Context: an optimization exercise on an open-source flow, tuned for small area. The choices shown serve that exercise and are no tape-out recipe.
The RTL was checked by simulation tests, not by an equivalence proof against the original design.
The clock port is modelled as an ideal driver; clocking choices that lean on that would not hold on a real chip.
Power figures rest on the tool's default switching activity, not on a simulated workload.

## top_FSM_LightStand_PWM
module top_FSM_LightStand_PWM(
    input i_clk, i_reset,
    input [2:0] i_button,
    output o_light
    );
==> flow/config.mk <==
export PLATFORM = sky130hd
export DESIGN_NAME = top_FSM_LightStand_PWM
export DESIGN_NICKNAME = top_FSM_LightStand_PWM
export VERILOG_FILES = /design/flow/design.v
export SDC_FILE = /design/flow/constraint.sdc
export NUM_CORES = 4
export LEC_CHECK = 0
export CAP_MARGIN = 20
export CORE_MARGIN = 2
export CORE_UTILIZATION = 40
export SLEW_MARGIN = 20
==> flow/constraint.sdc <==
create_clock -name core_clock -period 10.0 [get_ports {i_clk}]
set_input_delay 2.0000 -clock core_clock [delete_from_list [all_inputs] [get_ports {i_clk}]]
set_output_delay 2.0000 -clock core_clock [all_outputs]
set_load 0.01 [all_outputs]
standard.sh (not shown) runs the stock make flow with config.mk's settings and CLKGATE_MAP_FILE= SYNTH_SCRIPT=/design/flow/synth_recipe.tcl, a recipe that flattens the netlist after the stock synthesis.
==> flow/flow/run.sh <==
#!/bin/bash
# The standard layout with these changes:
# - the standard synthesis maps the logic with an area-oriented ABC script
#   (flow/abc_map.script in place of ORFS's abc_speed.script; everything
#   else in synthesis is unchanged);
# - after the standard synthesis, every combinational cell gets its smallest
#   drive strength (flow/downsize.py); the placement resizer sizes up what
#   needs it;
# - the clock tree is a clkbuf_2 that drives four clkbuf_8, one per quarter
#   of the registers (flow/pre_cts.tcl, run before CTS, which then has
#   nothing left to do);
# - port buffers of the smallest buffer cell.
set -euo pipefail
rm -rf scripts_abc
cp -r "$FLOW_HOME/scripts" scripts_abc
cp flow/abc_map.script scripts_abc/abc_speed.script
bash standard.sh "SCRIPTS_DIR=$PWD/scripts_abc" synth > synth.log 2>&1
R=orfs/results/$FLOW_PLATFORM/top_FSM_LightStand_PWM/base
python3 flow/downsize.py $R/1_2_yosys.v \
  $FLOW_HOME/platforms/sky130hd/lib/sky130_fd_sc_hd__tt_025C_1v80.lib > downsize.log 2>&1
bash standard.sh \
  "PRE_CTS_TCL=$PWD/flow/pre_cts.tcl" \
  "CTS_ARGS=-clk_nets i_clk -dont_use_dummy_load -buf_list sky130_fd_sc_hd__clkbuf_1" \
  "BUFFER_PORTS_ARGS=-buffer_cell sky130_fd_sc_hd__buf_1" \
  finish > standard.log 2>&1
==> flow/flow/abc_map.script <==
&get -n
&st
&dch -f
&nf -R 1000
&put
==> flow/flow/pre_cts.tcl <==
# The clock tree: the clock port drives one clkbuf_2, which drives four
# clkbuf_8, each of which drives the registers of one quarter of the placed
# design (split at the median x, then each half at its median y). Run before
# CTS, which then finds the port's net with a single sink and leaves it
# alone.
set block [ord::get_db_block]
set clk_net [$block findNet i_clk]
set master [[ord::get_db] findMaster sky130_fd_sc_hd__clkbuf_4]
set sinks {}
foreach iterm [$clk_net getITerms] {
  set loc [[$iterm getInst] getLocation]
  lappend sinks [list $iterm [lindex $loc 0] [lindex $loc 1]]
}
# split the registers into NCOL columns by x, each column into NROW groups by y
set ncol 2
set nrow 3
set sinks [lsort -real -index 1 $sinks]
set groups {}
set total [llength $sinks]
for {set c 0} {$c < $ncol} {incr c} {
  set col [lrange $sinks [expr {($c * $total) / $ncol}] [expr {(($c + 1) * $total) / $ncol - 1}]]
  set col [lsort -real -index 2 $col]
  set n [llength $col]
  for {set r 0} {$r < $nrow} {incr r} {
    lappend groups [lrange $col [expr {($r * $n) / $nrow}] [expr {(($r + 1) * $n) / $nrow - 1}]]
  }
}
set root [odb::dbInst_create $block [[ord::get_db] findMaster sky130_fd_sc_hd__clkbuf_2] clkbuf_root]
set root_net [odb::dbNet_create $block clknet_root]
$root_net setSigType CLOCK
[$root findITerm A] connect $clk_net
[$root findITerm X] connect $root_net
set rx 0; set ry 0
foreach s $sinks {
  set rx [expr {$rx + [lindex $s 1]}]
  set ry [expr {$ry + [lindex $s 2]}]
}
$root setLocation [expr {int($rx / [llength $sinks])}] [expr {int($ry / [llength $sinks])}]
$root setPlacementStatus PLACED
set i 0
foreach group $groups {
  set buf [odb::dbInst_create $block $master clkbuf_leaf_$i]
  set net [odb::dbNet_create $block clknet_leaf_$i]
  $net setSigType CLOCK
  set sx 0; set sy 0
  foreach s $group {
    set iterm [lindex $s 0]
    $iterm disconnect
    $iterm connect $net
    set sx [expr {$sx + [lindex $s 1]}]
    set sy [expr {$sy + [lindex $s 2]}]
  }
  [$buf findITerm A] connect $root_net
  [$buf findITerm X] connect $net
  set n [llength $group]
  $buf setLocation [expr {int($sx / $n)}] [expr {int($sy / $n)}]
  $buf setPlacementStatus PLACED
  puts "clock buffer $i drives $n registers"
  incr i
}
detailed_placement
Other scripts of this flow, unchanged in this note and not shown: flow/flow/downsize.py
Next try:
--- a/flow/flow/pre_cts.tcl
+++ b/flow/flow/pre_cts.tcl
@@ -6,5 +6,5 @@
 set block [ord::get_db_block]
 set clk_net [$block findNet i_clk]
-set master [[ord::get_db] findMaster sky130_fd_sc_hd__clkbuf_4]
+set master [[ord::get_db] findMaster sky130_fd_sc_hd__clkbuf_8]
 set sinks {}
 foreach iterm [$clk_net getITerms] {
@@ -12,17 +12,11 @@
   lappend sinks [list $iterm [lindex $loc 0] [lindex $loc 1]]
 }
-# split the registers into NCOL columns by x, each column into NROW groups by y
-set ncol 2
-set nrow 3
 set sinks [lsort -real -index 1 $sinks]
+set half [expr {[llength $sinks] / 2}]
 set groups {}
-set total [llength $sinks]
-for {set c 0} {$c < $ncol} {incr c} {
-  set col [lrange $sinks [expr {($c * $total) / $ncol}] [expr {(($c + 1) * $total) / $ncol - 1}]]
-  set col [lsort -real -index 2 $col]
-  set n [llength $col]
-  for {set r 0} {$r < $nrow} {incr r} {
-    lappend groups [lrange $col [expr {($r * $n) / $nrow}] [expr {(($r + 1) * $n) / $nrow - 1}]]
-  }
+foreach part [list [lrange $sinks 0 [expr {$half - 1}]] [lrange $sinks $half end]] {
+  set part [lsort -real -index 2 $part]
+  set q [expr {[llength $part] / 2}]
+  lappend groups [lrange $part 0 [expr {$q - 1}]] [lrange $part $q end]
 }
 set root [odb::dbInst_create $block [[ord::get_db] findMaster sky130_fd_sc_hd__clkbuf_2] clkbuf_root]
What happened:
- The new run ran to the end with no violations
- via count shrinks by 1.3%
- clock skew shrinks by 0.0080 ns
- cell count shrinks by about 0.9%
- setup slack gets worse by 0.0074 ns
- first-iteration DRC count shrinks by about 1%
- total power grows by about 2%
- worst hold slack hardly moves
- global-route usage is about the same
- wire length shrinks by 1.2%
- sequential share of layout area shrinks by 0.30 points
- fmax barely changes
Next try:
--- a/flow/flow/pre_cts.tcl
+++ b/flow/flow/pre_cts.tcl
@@ -13,10 +13,11 @@
 }
 set sinks [lsort -real -index 1 $sinks]
-set half [expr {[llength $sinks] / 2}]
+set nleaf 3
 set groups {}
-foreach part [list [lrange $sinks 0 [expr {$half - 1}]] [lrange $sinks $half end]] {
-  set part [lsort -real -index 2 $part]
-  set q [expr {[llength $part] / 2}]
-  lappend groups [lrange $part 0 [expr {$q - 1}]] [lrange $part $q end]
+set total [llength $sinks]
+for {set k 0} {$k < $nleaf} {incr k} {
+  set lo [expr {($k * $total) / $nleaf}]
+  set hi [expr {(($k + 1) * $total) / $nleaf - 1}]
+  lappend groups [lrange $sinks $lo $hi]
 }
 set root [odb::dbInst_create $block [[ord::get_db] findMaster sky130_fd_sc_hd__clkbuf_2] clkbuf_root]
Worst setup slack loses 0.051 ns. Worst hold slack stays flat. Area after synthesis stays the same. Fmax came out lower by about 1.6%. Power came out lower by 3.5%. Sequential cell count does not change.
Next try:
==> flow/flow/run.sh (replaced) <==
#!/bin/bash
# The standard layout with these changes:
# - after the standard synthesis, every combinational cell gets its smallest
#   drive strength (flow/downsize.py); the placement resizer sizes up what
#   needs it;
# - the clock tree is four clkbuf_8 driven by the clock port, one per
#   quarter of the registers (flow/pre_cts.tcl, run before CTS, which then
#   has nothing left to do);
# - port buffers of the smallest buffer cell.
set -euo pipefail
bash standard.sh synth > synth.log 2>&1
R=orfs/results/$FLOW_PLATFORM/top_FSM_LightStand_PWM/base
python3 flow/downsize.py $R/1_2_yosys.v \
  $FLOW_HOME/platforms/sky130hd/lib/sky130_fd_sc_hd__tt_025C_1v80.lib > downsize.log 2>&1
bash standard.sh \
  "PRE_CTS_TCL=$PWD/flow/pre_cts.tcl" \
  "CTS_ARGS=-clk_nets i_clk -dont_use_dummy_load -buf_list sky130_fd_sc_hd__clkbuf_1" \
  "BUFFER_PORTS_ARGS=-buffer_cell sky130_fd_sc_hd__buf_1" \
  finish > standard.log 2>&1
==> flow/flow/pre_cts.tcl (replaced) <==
# The clock tree: the clock port drives four clkbuf_8, each of which drives
# the registers of one quarter of the placed design (split at the median x,
# then each half at its median y). Run before CTS, which then finds only the
# port's net, with its four buffers, and leaves it alone.
set block [ord::get_db_block]
set clk_net [$block findNet i_clk]
set master [[ord::get_db] findMaster sky130_fd_sc_hd__clkbuf_8]
set sinks {}
foreach iterm [$clk_net getITerms] {
  set loc [[$iterm getInst] getLocation]
  lappend sinks [list $iterm [lindex $loc 0] [lindex $loc 1]]
}
set sinks [lsort -real -index 1 $sinks]
set half [expr {[llength $sinks] / 2}]
set groups {}
foreach part [list [lrange $sinks 0 [expr {$half - 1}]] [lrange $sinks $half end]] {
  set part [lsort -real -index 2 $part]
  set q [expr {[llength $part] / 2}]
  lappend groups [lrange $part 0 [expr {$q - 1}]] [lrange $part $q end]
}
set i 0
foreach group $groups {
  set buf [odb::dbInst_create $block $master clkbuf_leaf_$i]
  set net [odb::dbNet_create $block clknet_leaf_$i]
  $net setSigType CLOCK
  set sx 0; set sy 0
  foreach s $group {
    set iterm [lindex $s 0]
    $iterm disconnect
    $iterm connect $net
    set sx [expr {$sx + [lindex $s 1]}]
    set sy [expr {$sy + [lindex $s 2]}]
  }
  [$buf findITerm A] connect $clk_net
  [$buf findITerm X] connect $net
  set n [llength $group]
  $buf setLocation [expr {int($sx / $n)}] [expr {int($sy / $n)}]
  $buf setPlacementStatus PLACED
  puts "clock buffer $i drives $n registers"
  incr i
}
detailed_placement
removed: flow/flow/abc_map.script
- The new run ran to the end with no violations
- power increases by 4.2%
- die area increases by about 1.5%
- via count barely changes
- register-to-register slack got worse by 0.36 ns
- cell count increases by about 2.2%


## v44
top_FSM_LightStand_PWM, a different RTL version from the one above (not shown whole).
For scale: ~150 cells after synthesis, ~66 flip-flops, about 6 I/O pins.
==> flow/config.mk <==
export PLATFORM = sky130hd
export DESIGN_NAME = top_FSM_LightStand_PWM
export DESIGN_NICKNAME = top_FSM_LightStand_PWM
export VERILOG_FILES = /design/flow/design.v
export SDC_FILE = /design/flow/constraint.sdc
export NUM_CORES = 4
export LEC_CHECK = 0
export CAP_MARGIN = 20
export CORE_MARGIN = 2
export CORE_UTILIZATION = 70
export SLEW_MARGIN = 20
==> flow/constraint.sdc <==
create_clock -name core_clock -period 10.0 [get_ports {i_clk}]
set_input_delay 2.0000 -clock core_clock [delete_from_list [all_inputs] [get_ports {i_clk}]]
set_output_delay 2.0000 -clock core_clock [all_outputs]
set_load 0.01 [all_outputs]
==> flow/flow/run.sh <==
#!/bin/bash
# The standard layout with these changes:
# - the standard synthesis maps the logic with an area-oriented ABC script
#   (flow/abc_map.script in place of ORFS's abc_speed.script; everything
#   else in synthesis is unchanged);
# - after the standard synthesis, every combinational cell gets its smallest
#   drive strength (flow/downsize.py); the placement resizer sizes up what
#   needs it;
# - the clock tree is a clkbuf_2 that drives four clkbuf_8, one per quarter
#   of the registers (flow/pre_cts.tcl, run before CTS, which then has
#   nothing left to do);
# - port buffers of the smallest buffer cell.
set -euo pipefail
rm -rf scripts_abc
cp -r "$FLOW_HOME/scripts" scripts_abc
cp flow/abc_map.script scripts_abc/abc_speed.script
bash standard.sh "SCRIPTS_DIR=$PWD/scripts_abc" synth > synth.log 2>&1
R=orfs/results/$FLOW_PLATFORM/top_FSM_LightStand_PWM/base
python3 flow/downsize.py $R/1_2_yosys.v \
  $FLOW_HOME/platforms/sky130hd/lib/sky130_fd_sc_hd__tt_025C_1v80.lib > downsize.log 2>&1
bash standard.sh \
  "PRE_CTS_TCL=$PWD/flow/pre_cts.tcl" \
  "CTS_ARGS=-clk_nets i_clk -dont_use_dummy_load -buf_list sky130_fd_sc_hd__clkbuf_1" \
  "BUFFER_PORTS_ARGS=-buffer_cell sky130_fd_sc_hd__buf_1" \
  finish > standard.log 2>&1
==> flow/flow/pre_cts.tcl <==
# The clock tree: the clock port drives one clkbuf_2, which drives four
# clkbuf_8, each of which drives the registers of one quarter of the placed
# design (split at the median x, then each half at its median y). Run before
# CTS, which then finds the port's net with a single sink and leaves it
# alone.
set block [ord::get_db_block]
set clk_net [$block findNet i_clk]
set master [[ord::get_db] findMaster sky130_fd_sc_hd__clkbuf_8]
set sinks {}
foreach iterm [$clk_net getITerms] {
  set loc [[$iterm getInst] getLocation]
  lappend sinks [list $iterm [lindex $loc 0] [lindex $loc 1]]
}
set sinks [lsort -real -index 1 $sinks]
set nleaf 3
set groups {}
set total [llength $sinks]
for {set k 0} {$k < $nleaf} {incr k} {
  set lo [expr {($k * $total) / $nleaf}]
  set hi [expr {(($k + 1) * $total) / $nleaf - 1}]
  lappend groups [lrange $sinks $lo $hi]
}
set root [odb::dbInst_create $block [[ord::get_db] findMaster sky130_fd_sc_hd__clkbuf_2] clkbuf_root]
set root_net [odb::dbNet_create $block clknet_root]
$root_net setSigType CLOCK
[$root findITerm A] connect $clk_net
[$root findITerm X] connect $root_net
set rx 0; set ry 0
foreach s $sinks {
  set rx [expr {$rx + [lindex $s 1]}]
  set ry [expr {$ry + [lindex $s 2]}]
}
$root setLocation [expr {int($rx / [llength $sinks])}] [expr {int($ry / [llength $sinks])}]
$root setPlacementStatus PLACED
set i 0
foreach group $groups {
  set buf [odb::dbInst_create $block $master clkbuf_leaf_$i]
  set net [odb::dbNet_create $block clknet_leaf_$i]
  $net setSigType CLOCK
  set sx 0; set sy 0
  foreach s $group {
    set iterm [lindex $s 0]
    $iterm disconnect
    $iterm connect $net
    set sx [expr {$sx + [lindex $s 1]}]
    set sy [expr {$sy + [lindex $s 2]}]
  }
  [$buf findITerm A] connect $root_net
  [$buf findITerm X] connect $net
  set n [llength $group]
  $buf setLocation [expr {int($sx / $n)}] [expr {int($sy / $n)}]
  $buf setPlacementStatus PLACED
  puts "clock buffer $i drives $n registers"
  incr i
}
detailed_placement
Other scripts of this flow, unchanged in this note and not shown: flow/flow/abc_map.script, flow/flow/downsize.py
v44 finished all stages; the layout is clean.
diff inputs: v44 => v20
- CORE_UTILIZATION: 70 -> 40
--- a/flow/flow/pre_cts.tcl
+++ b/flow/flow/pre_cts.tcl
@@ -13,11 +13,10 @@
 }
 set sinks [lsort -real -index 1 $sinks]
-set nleaf 3
+set half [expr {[llength $sinks] / 2}]
 set groups {}
-set total [llength $sinks]
-for {set k 0} {$k < $nleaf} {incr k} {
-  set lo [expr {($k * $total) / $nleaf}]
-  set hi [expr {(($k + 1) * $total) / $nleaf - 1}]
-  lappend groups [lrange $sinks $lo $hi]
+foreach part [list [lrange $sinks 0 [expr {$half - 1}]] [lrange $sinks $half end]] {
+  set part [lsort -real -index 2 $part]
+  set q [expr {[llength $part] / 2}]
+  lappend groups [lrange $part 0 [expr {$q - 1}]] [lrange $part $q end]
 }
 set root [odb::dbInst_create $block [[ord::get_db] findMaster sky130_fd_sc_hd__clkbuf_2] clkbuf_root]
- v20: no failed stages, no open violations at the end
- Summary of v20 over v44: fraction of area in registers -1.8 points; count of nets after finishing +1.
- On wire length, v44 beats v20.
- v44 vs v20, worst setup path startpoint: i_button[0] vs i_button[1]
- Lower biggest cell delay along the critical path among v20 and v44: v44
- Diff v44 -> v20: met1 wire length increased 66 um; ratio of routed vias to standard cells decreased 16%; transition at the pin with the smallest max-transition slack increased 0.020 ns; time the worst path needs with I/O delays and setup decreased 0.032 ns.
> inputs changed (v20 -> v12)
--- a/flow/flow/pre_cts.tcl
+++ b/flow/flow/pre_cts.tcl
@@ -6,5 +6,5 @@
 set block [ord::get_db_block]
 set clk_net [$block findNet i_clk]
-set master [[ord::get_db] findMaster sky130_fd_sc_hd__clkbuf_8]
+set master [[ord::get_db] findMaster sky130_fd_sc_hd__buf_6]
 set sinks {}
 foreach iterm [$clk_net getITerms] {
@@ -20,16 +20,4 @@
   lappend groups [lrange $part 0 [expr {$q - 1}]] [lrange $part $q end]
 }
-set root [odb::dbInst_create $block [[ord::get_db] findMaster sky130_fd_sc_hd__clkbuf_2] clkbuf_root]
-set root_net [odb::dbNet_create $block clknet_root]
-$root_net setSigType CLOCK
-[$root findITerm A] connect $clk_net
-[$root findITerm X] connect $root_net
-set rx 0; set ry 0
-foreach s $sinks {
-  set rx [expr {$rx + [lindex $s 1]}]
-  set ry [expr {$ry + [lindex $s 2]}]
-}
-$root setLocation [expr {int($rx / [llength $sinks])}] [expr {int($ry / [llength $sinks])}]
-$root setPlacementStatus PLACED
 set i 0
 foreach group $groups {
@@ -45,5 +33,5 @@
     set sy [expr {$sy + [lindex $s 2]}]
   }
-  [$buf findITerm A] connect $root_net
+  [$buf findITerm A] connect $clk_net
   [$buf findITerm X] connect $net
   set n [llength $group]
@@ -54,2 +42,4 @@
 }
 detailed_placement
+# keep CTS from buffering the port net
+set_dont_touch [get_nets i_clk]
Compared v12 against v20; count of input and output buffers within noise. Re weighted congestion at the end of routability-driven global placement: no difference whatsoever between v12 and v20. The initial standard-cell utilization of the core was comparable across v20 and v12. Between v20 and v12, the post-synthesis instance area figures differ only marginally. Reported for v20 and v12, adder-cell share of the synthesized area turned out identical to the last digit. Run status, v12: aborted in clock tree synthesis (4_1_cts), error ODB-0372. Diff v20..v12 | synthesized netlist cell count | negligible.
## Diff of input files: v34 against v12
--- a/flow/flow/pre_cts.tcl
+++ b/flow/flow/pre_cts.tcl
@@ -20,4 +20,16 @@
   lappend groups [lrange $part 0 [expr {$q - 1}]] [lrange $part $q end]
 }
+set root [odb::dbInst_create $block [[ord::get_db] findMaster sky130_fd_sc_hd__clkbuf_2] clkbuf_root]
+set root_net [odb::dbNet_create $block clknet_root]
+$root_net setSigType CLOCK
+[$root findITerm A] connect $clk_net
+[$root findITerm X] connect $root_net
+set rx 0; set ry 0
+foreach s $sinks {
+  set rx [expr {$rx + [lindex $s 1]}]
+  set ry [expr {$ry + [lindex $s 2]}]
+}
+$root setLocation [expr {int($rx / [llength $sinks])}] [expr {int($ry / [llength $sinks])}]
+$root setPlacementStatus PLACED
 set i 0
 foreach group $groups {
@@ -33,5 +45,5 @@
     set sy [expr {$sy + [lindex $s 2]}]
   }
-  [$buf findITerm A] connect $clk_net
+  [$buf findITerm A] connect $root_net
   [$buf findITerm X] connect $net
   set n [llength $group]
@@ -42,4 +54,2 @@
 }
 detailed_placement
-# keep CTS from buffering the port net
-set_dont_touch [get_nets i_clk]
## What came out
v34 was carried through to the last stage, and its layout satisfied the timing, design-rule and antenna checks.
Changes observed in v34 relative to v12: die outline height barely changed; area after synthesis barely changed; synthesized area per cell barely changed.
v34 -> v12: placed cell count delta 0, exact match
What v30 does differently from v34 at the input level:
- a change of CORE_UTILIZATION from 40 to 60
--- a/flow/flow/pre_cts.tcl
+++ b/flow/flow/pre_cts.tcl
@@ -6,5 +6,5 @@
 set block [ord::get_db_block]
 set clk_net [$block findNet i_clk]
-set master [[ord::get_db] findMaster sky130_fd_sc_hd__buf_6]
+set master [[ord::get_db] findMaster sky130_fd_sc_hd__clkbuf_8]
 set sinks {}
 foreach iterm [$clk_net getITerms] {
@@ -13,10 +13,11 @@
 }
 set sinks [lsort -real -index 1 $sinks]
-set half [expr {[llength $sinks] / 2}]
+set nleaf 3
 set groups {}
-foreach part [list [lrange $sinks 0 [expr {$half - 1}]] [lrange $sinks $half end]] {
-  set part [lsort -real -index 2 $part]
-  set q [expr {[llength $part] / 2}]
-  lappend groups [lrange $part 0 [expr {$q - 1}]] [lrange $part $q end]
+set total [llength $sinks]
+for {set k 0} {$k < $nleaf} {incr k} {
+  set lo [expr {($k * $total) / $nleaf}]
+  set hi [expr {(($k + 1) * $total) / $nleaf - 1}]
+  lappend groups [lrange $sinks $lo $hi]
 }
 set root [odb::dbInst_create $block [[ord::get_db] findMaster sky130_fd_sc_hd__clkbuf_2] clkbuf_root]
--- outcome ---
v30 reached the end of the flow, and the finished layout is clean on the timing, design-rule and antenna checks. v34 went all the way through synthesis, placement and routing and the layout is clean on timing, DRC and antenna. Comparing v34 and v30, the higher share of the core filled with cells was measured on v30. v30: final worst hold slack is 0.0060 ns higher than what v34 reported. v30 against v34: number of buffers inserted for hold repair after clock tree synthesis roughly the same; final worst-path cycle share now larger; total power went down 2.4%; global-route met2 utilization now sits higher; floorplan die area decreased by about 30% relative to the old numbers. [v30] highest net fanout along the worst path rose 1 relative to v34.

[separate check: timing with driven ports]
The flow's constraints put no driver on any port. The routed layouts listed below were extracted and timed again, unchanged, in two steps.
Step 1, drivers: a clkbuf_16 drives i_clk and a buf_2 each remaining input, both assumed.
Step 2 adds t to the input delays and takes it off the output delays; t is the mean of the earliest and latest rising clock arrival at the registers after step 1. Input paths then give back, and output paths get back, about the clock's delay inside the block.
Slacks: ideal ports / drivers / drivers and shift; pairs: ideal ports / drivers.
run	t, ns	slack for setup (ns)	worst hold slack (ns)
the first run of note 1	0.443	6.977 / 6.974 / 6.531	0.347 / 0.347 / 0.347
the second run of note 1	0.433	6.969 / 6.965 / 6.532	0.348 / 0.348 / 0.348
the third run of note 1	0.376	6.919 / 6.914 / 6.539	0.349 / 0.349 / 0.349
the fourth run of note 1	0.526	6.759 / 6.762 / 6.235	0.347 / 0.347 / 0.347
v44	0.362	7.005 / 7.004 / 6.641	0.359 / 0.359 / 0.359
v20	0.419	7.037 / 7.039 / 6.620	0.352 / 0.352 / 0.352
v34	0.408	7.021 / 7.023 / 6.615	0.354 / 0.354 / 0.354
v30	0.380	6.983 / 6.978 / 6.599	0.360 / 0.360 / 0.360
After both steps every run listed still meets setup and hold. For the fourth run of note 1, which loses most, drivers alone change the setup slack by +0.003 ns; drivers and shift together by -0.524 ns.
